Context: an optimization exercise on an open-source flow, tuned for small area, a short achievable clock period and few clock cycles. The choices shown serve that exercise and are no tape-out recipe.
At most, simulation tests tie the RTL to the original design; equivalence was not proved.
Power is estimated from default activity; no workload was simulated.

Setup of run 1:
Design chip, start of the top module:
module chip #(
    parameter int IN_BYTES  = 7,
    parameter int OUT_BYTES = 6
)(
    input wire clk,
    input wire rst_n,
    input wire in_valid,
    output reg in_ready,
    input  wire [7:0] in_data,
    output reg out_valid,
    input wire out_ready,
    output reg [7:0] out_data
);
Size: about 530 cells after synthesis, roughly 22 I/O pins, ~0.0054 mm² of cells after synthesis.
==> flow/config.mk <==
export PLATFORM = sky130hd
export DESIGN_NAME = chip
export DESIGN_NICKNAME = chip
export VERILOG_FILES = /design/flow/design.v
export SDC_FILE = /design/flow/constraint.sdc
export NUM_CORES = 4
export LEC_CHECK = 0
export CAP_MARGIN = 20
export CORE_MARGIN = 2
export CORE_UTILIZATION = 55
export CTS_BUF_LIST = sky130_fd_sc_hd__clkbuf_4 sky130_fd_sc_hd__clkbuf_8
export PLACE_DENSITY = 0.65
export SLEW_MARGIN = 20
==> flow/constraint.sdc <==
create_clock -name core_clock -period 10.0 [get_ports {clk}]
set_input_delay 2.0000 -clock core_clock [delete_from_list [all_inputs] [get_ports {clk}]]
set_output_delay 2.0000 -clock core_clock [all_outputs]
set_load 0.01 [all_outputs]
standard.sh (not shown) runs the stock make flow with config.mk's settings and CLKGATE_MAP_FILE= SYNTH_SCRIPT=/design/flow/synth_recipe.tcl, a recipe that flattens the netlist after the stock synthesis.
==> flow/flow/run.sh <==
#!/bin/bash
# Standard ORFS layout (the standard.sh: unchanged synthesis, floorplan,
# power grid, placement, CTS and routing) with a tighter setup target for the
# timing repair steps, so that the resizer also shortens paths that already
# meet the 10 ns clock. The constraints (constraint.sdc) are not changed.
# make's full output goes to standard_make.log; each ORFS step keeps its own
# log under orfs/logs/.
set -euo pipefail
bash standard.sh SETUP_SLACK_MARGIN=7.1 "BUFFER_PORTS_ARGS=-buffer_cell sky130_fd_sc_hd__buf_1" "CTS_ARGS=-sink_clustering_enable -repair_clock_nets -dont_use_dummy_load -buf_list {sky130_fd_sc_hd__clkbuf_4 sky130_fd_sc_hd__clkbuf_8}" finish > standard_make.log 2>&1
Run 1: flow completed, timing, DRC and antenna clean
Testbench counts of run 1, summed over its fixed seeds: cycles 2,760.
The following lists how run 2 was set up differently from run 1:
# run 1
export LEC_CHECK = 0
export CAP_MARGIN = 20
export CORE_MARGIN = 2
export CORE_UTILIZATION = 55
export CTS_BUF_LIST = sky130_fd_sc_hd__clkbuf_4 sky130_fd_sc_hd__clkbuf_8
export PLACE_DENSITY = 0.65
export SLEW_MARGIN = 20
create_clock -name core_clock -period 10.0 [get_ports {clk}]
# run 2
export LEC_CHECK = 0
export CAP_MARGIN = 20
export CORE_MARGIN = 2
export CORE_UTILIZATION = 55
export CTS_BUF_LIST = sky130_fd_sc_hd__clkbuf_4 sky130_fd_sc_hd__clkbuf_8
export PLACE_DENSITY = 0.75
export SLEW_MARGIN = 20
create_clock -name core_clock -period 10.0 [get_ports {clk}]
-- flow/flow/run.sh --
<<< run 1, line 7
# log under orfs/logs/.
set -euo pipefail
bash standard.sh SETUP_SLACK_MARGIN=7.1 "BUFFER_PORTS_ARGS=-buffer_cell sky130_fd_sc_hd__buf_1" "CTS_ARGS=-sink_clustering_enable -repair_clock_nets -dont_use_dummy_load -buf_list {sky130_fd_sc_hd__clkbuf_4 sky130_fd_sc_hd__clkbuf_8}" finish > standard_make.log 2>&1
>>> run 2, line 7
# log under orfs/logs/.
set -euo pipefail
bash standard.sh SETUP_SLACK_MARGIN=7.0 "BUFFER_PORTS_ARGS=-buffer_cell sky130_fd_sc_hd__buf_1" "CTS_ARGS=-sink_clustering_enable -repair_clock_nets -dont_use_dummy_load -buf_list {sky130_fd_sc_hd__clkbuf_4 sky130_fd_sc_hd__clkbuf_8}" finish > standard_make.log 2>&1
Results
[compare] base=run 1 new=run 2: storage element area closely matched the old numbers, count of clock-net buffers in the final layout closely matched the old numbers, post-route met1 wirelength decreased by 240 µm relative to the old numbers.
Worst setup slack in run 2 vs run 1: down 0.085 ns
Diff run 1 -> run 2: global-route track usage on met2 now smaller; layout-stage area growth over the synthesis result now smaller.
Summary of run 2 over run 1: internal power consumption lost 0.87%; total power consumption of the routed design saw a decrease.
Run 2 ran to completion and came out clean on the timing, design-rule and antenna checks.
--- input diff run 2..run 3 ---
# run 2
export LEC_CHECK = 0
export CAP_MARGIN = 20
export CORE_MARGIN = 2
export CORE_UTILIZATION = 55
export CTS_BUF_LIST = sky130_fd_sc_hd__clkbuf_4 sky130_fd_sc_hd__clkbuf_8
export PLACE_DENSITY = 0.75
export SLEW_MARGIN = 20
create_clock -name core_clock -period 10.0 [get_ports {clk}]
# run 3
export LEC_CHECK = 0
export CAP_MARGIN = 20
export CORE_MARGIN = 2
export CORE_UTILIZATION = 65
export CTS_BUF_LIST = sky130_fd_sc_hd__clkbuf_4 sky130_fd_sc_hd__clkbuf_8
export GPL_TIMING_DRIVEN = 0
export PLACE_DENSITY = 0.75
export SLEW_MARGIN = 20
create_clock -name core_clock -period 10.0 [get_ports {clk}]
==> comparison <==
Each of the runs, namely run 3 and run 2, reached the end of the flow and came out clean. Between run 3 and run 2, the initial core utilization is lower for run 2. The first-pass GRT wire length in run 3 was higher than what run 2 gave. Diff run 2 -> run 3: logic depth of the worst register-to-register path saw an increase, die span in y saw a decrease, routed wire length saw an increase.
[inputs] run 4 vs run 3
# run 3
export LEC_CHECK = 0
export CAP_MARGIN = 20
export CORE_MARGIN = 2
export CORE_UTILIZATION = 65
export CTS_BUF_LIST = sky130_fd_sc_hd__clkbuf_4 sky130_fd_sc_hd__clkbuf_8
export GPL_TIMING_DRIVEN = 0
export PLACE_DENSITY = 0.75
export SLEW_MARGIN = 20
create_clock -name core_clock -period 10.0 [get_ports {clk}]
# run 4
export LEC_CHECK = 0
export CAP_MARGIN = 20
export CORE_MARGIN = 2
export CORE_UTILIZATION = 65
export CTS_BUF_LIST = sky130_fd_sc_hd__clkbuf_4 sky130_fd_sc_hd__clkbuf_8
export SLEW_MARGIN = 20
create_clock -name core_clock -period 10.0 [get_ports {clk}]
-- flow/flow/run.sh --
<<< run 3, line 7
# log under orfs/logs/.
set -euo pipefail
bash standard.sh SETUP_SLACK_MARGIN=7.0 "BUFFER_PORTS_ARGS=-buffer_cell sky130_fd_sc_hd__buf_1" "CTS_ARGS=-sink_clustering_enable -repair_clock_nets -dont_use_dummy_load -buf_list {sky130_fd_sc_hd__clkbuf_4 sky130_fd_sc_hd__clkbuf_8}" finish > standard_make.log 2>&1
>>> run 4, line 7
# log under orfs/logs/.
set -euo pipefail
bash standard.sh SETUP_SLACK_MARGIN=7.2  finish > standard_make.log 2>&1
### Flow results
- Status | run 4 and run 3 | clean
- Relative to run 3, the relative contribution of sequential cells to total power of run 4 is lower by 1.3 points.
- Run 4 vs run 3: post-place instance area up slightly
- Clock transition at the register clock pins on the worst setup and hold paths after CTS, run 4 and run 3: smaller value in run 3
- When run 4 is measured against run 3, its share of the final layout cell area in sequential cells turns out 1.5 points lower.
- Final cell count ends up higher on run 3.
- Compared with run 3, placement density in the core of run 4 is higher.
- Run 4 reports a lower count of vias placed by the detailed router than run 3 does.
- On minimum setup slack in the final design, run 4 does better than run 3.
- [compare] base=run 3 new=run 4: number of global-route vias before repair saw a decrease; clock share of power saw an increase.
diff inputs: run 4 => run 5
# run 4
export LEC_CHECK = 0
export CAP_MARGIN = 20
export CORE_MARGIN = 2
export CORE_UTILIZATION = 65
export CTS_BUF_LIST = sky130_fd_sc_hd__clkbuf_4 sky130_fd_sc_hd__clkbuf_8
export SLEW_MARGIN = 20
create_clock -name core_clock -period 10.0 [get_ports {clk}]
# run 5
export LEC_CHECK = 0
export CAP_MARGIN = 20
export CORE_MARGIN = 2
export CORE_UTILIZATION = 55
export CTS_BUF_LIST = sky130_fd_sc_hd__clkbuf_4 sky130_fd_sc_hd__clkbuf_8
export PLACE_DENSITY = 0.65
export SLEW_MARGIN = 20
create_clock -name core_clock -period 10.0 [get_ports {clk}]
-- flow/flow/run.sh --
<<< run 4, line 7
# log under orfs/logs/.
set -euo pipefail
bash standard.sh SETUP_SLACK_MARGIN=7.2  finish > standard_make.log 2>&1
>>> run 5, line 7
# log under orfs/logs/.
set -euo pipefail
bash standard.sh SETUP_SLACK_MARGIN=7.0 "BUFFER_PORTS_ARGS=-buffer_cell sky130_fd_sc_hd__buf_1" "CTS_ARGS=-sink_clustering_enable -repair_clock_nets -dont_use_dummy_load -buf_list {sky130_fd_sc_hd__clkbuf_4 sky130_fd_sc_hd__clkbuf_8}" finish > standard_make.log 2>&1
==> comparison <==
For run 4 and run 5, there was not a single run that failed to finish clean.
Run 5: worst hold slack is 0.0087 ns lower than what run 4 reported.
Reported for run 4 and run 5, cell count along the critical path turned out identical to the last digit.
Sequential fraction of total cell area sits higher in run 5 than in run 4.
The standard cells in run 5 occupy less silicon area than those in run 4 do.
The run with more routed wire is run 4, not run 5.
Clock power ended up about 25% lower on run 5 than on run 4.
On non-clock buffer count, the lower figure sits with run 5, not run 4.
Comparing run 4 and run 5, share of final layout cell area taken by non-clock buffers is lower on run 5.
Routed length on met2 (run 5 vs. run 4) decreases by a few percent
As far as latest clock arrival within the worst-skew pair is concerned, run 4 and run 5 perform about the same.

========
Another version of the RTL of chip (not shown whole).
Size: roughly 510 cells after synthesis, about 22 I/O pins.
Settings: LEC_CHECK=0, CAP_MARGIN=20, CORE_MARGIN=2, CORE_UTILIZATION=65, CTS_BUF_LIST=sky130_fd_sc_hd__clkbuf_4 sky130_fd_sc_hd__clkbuf_8, PLACE_DENSITY=0.75, SLEW_MARGIN=20; clock period 10.0 ns.
==> flow/flow/run.sh <==
#!/bin/bash
# Standard ORFS layout (the standard.sh: unchanged synthesis, floorplan,
# power grid, placement, CTS and routing) with a tighter setup target for the
# timing repair steps, so that the resizer also shortens paths that already
# meet the 10 ns clock. The constraints (constraint.sdc) are not changed.
# make's full output goes to standard_make.log; each ORFS step keeps its own
# log under orfs/logs/.
set -euo pipefail
bash standard.sh SETUP_SLACK_MARGIN=7.0 "BUFFER_PORTS_ARGS=-buffer_cell sky130_fd_sc_hd__buf_1" "CTS_ARGS=-sink_clustering_enable -repair_clock_nets -dont_use_dummy_load -buf_list {sky130_fd_sc_hd__clkbuf_4 sky130_fd_sc_hd__clkbuf_8}" finish > standard_make.log 2>&1
The starting point ran to the end with no violations.
Change:
CORE_UTILIZATION = 55   (was 65)
PLACE_DENSITY = 0.65   (was 0.75)
The new run finished with timing, DRC and antenna clean.
Sequential share of layout area falls by 0.15 points.
Count of clock-buffer cells in the layout stays the same.
Cell count rises by a few percent.
Die area rises by about a fifth.
Core utilization falls by 11 points.
Power falls slightly.
Change:
CORE_UTILIZATION = 65   (was 55)
PLACE_DENSITY = not set   (was 0.65)
=>
- The new run finished clean
- combinational power went up by a few percent
- register-to-register slack stays flat
- hold slack is about the same
- wire length went up by a few percent
- clock power went down by a few percent
- via count went up slightly
- power went up slightly
- synthesized cell count stays the same
- die area went down by about a fifth
No run of this note included a check of the RTL's function; only the layout flow was run.

==> static timing again, ports no longer ideal <==
No port has a modelled driver above. Below, the same layouts with a new extraction and two added sets of constraints.
Step 1 (the two cells are an assumption about what drives the block):
set clk [get_ports {clk}]
set_driving_cell -lib_cell sky130_fd_sc_hd__clkbuf_16 $clk
set_driving_cell -lib_cell sky130_fd_sc_hd__buf_2 [delete_from_list [all_inputs] $clk]
Step 2, shift: input delay + t, output delay - t, t = (earliest + latest rising clock arrival at the registers) / 2. This alone moves slack from input paths to output paths.
Slacks: ideal ports / drivers / drivers and shift; pairs: ideal ports / drivers.
run	shift t [ns]	setup slack, ns	slew at the worst register clock pin (ns)	pins driven straight from the clock port
run 1	0.377	7.174 / 7.141 / 6.849	0.08 / 0.08	1
run 2	0.366	7.089 / 7.055 / 6.812	0.09 / 0.09	1
run 3	0.378	7.054 / 7.063 / 6.685	0.09 / 0.09	1
run 4	0.387	7.114 / 7.083 / 6.875	0.10 / 0.10	1
run 5	0.395	7.127 / 7.093 / 6.787	0.08 / 0.08	1
the first run of note 2	0.379	7.098 / 7.095 / 6.731	0.09 / 0.09	1
the second run of note 2	0.381	7.128 / 7.096 / 6.795	0.08 / 0.08	1
the third run of note 2	0.370	7.082 / 7.092 / 6.722	0.09 / 0.09	1
After both steps every run listed still meets setup and hold. For run 3, which loses most, drivers alone change the setup slack by +0.009 ns; drivers and shift together by -0.369 ns.
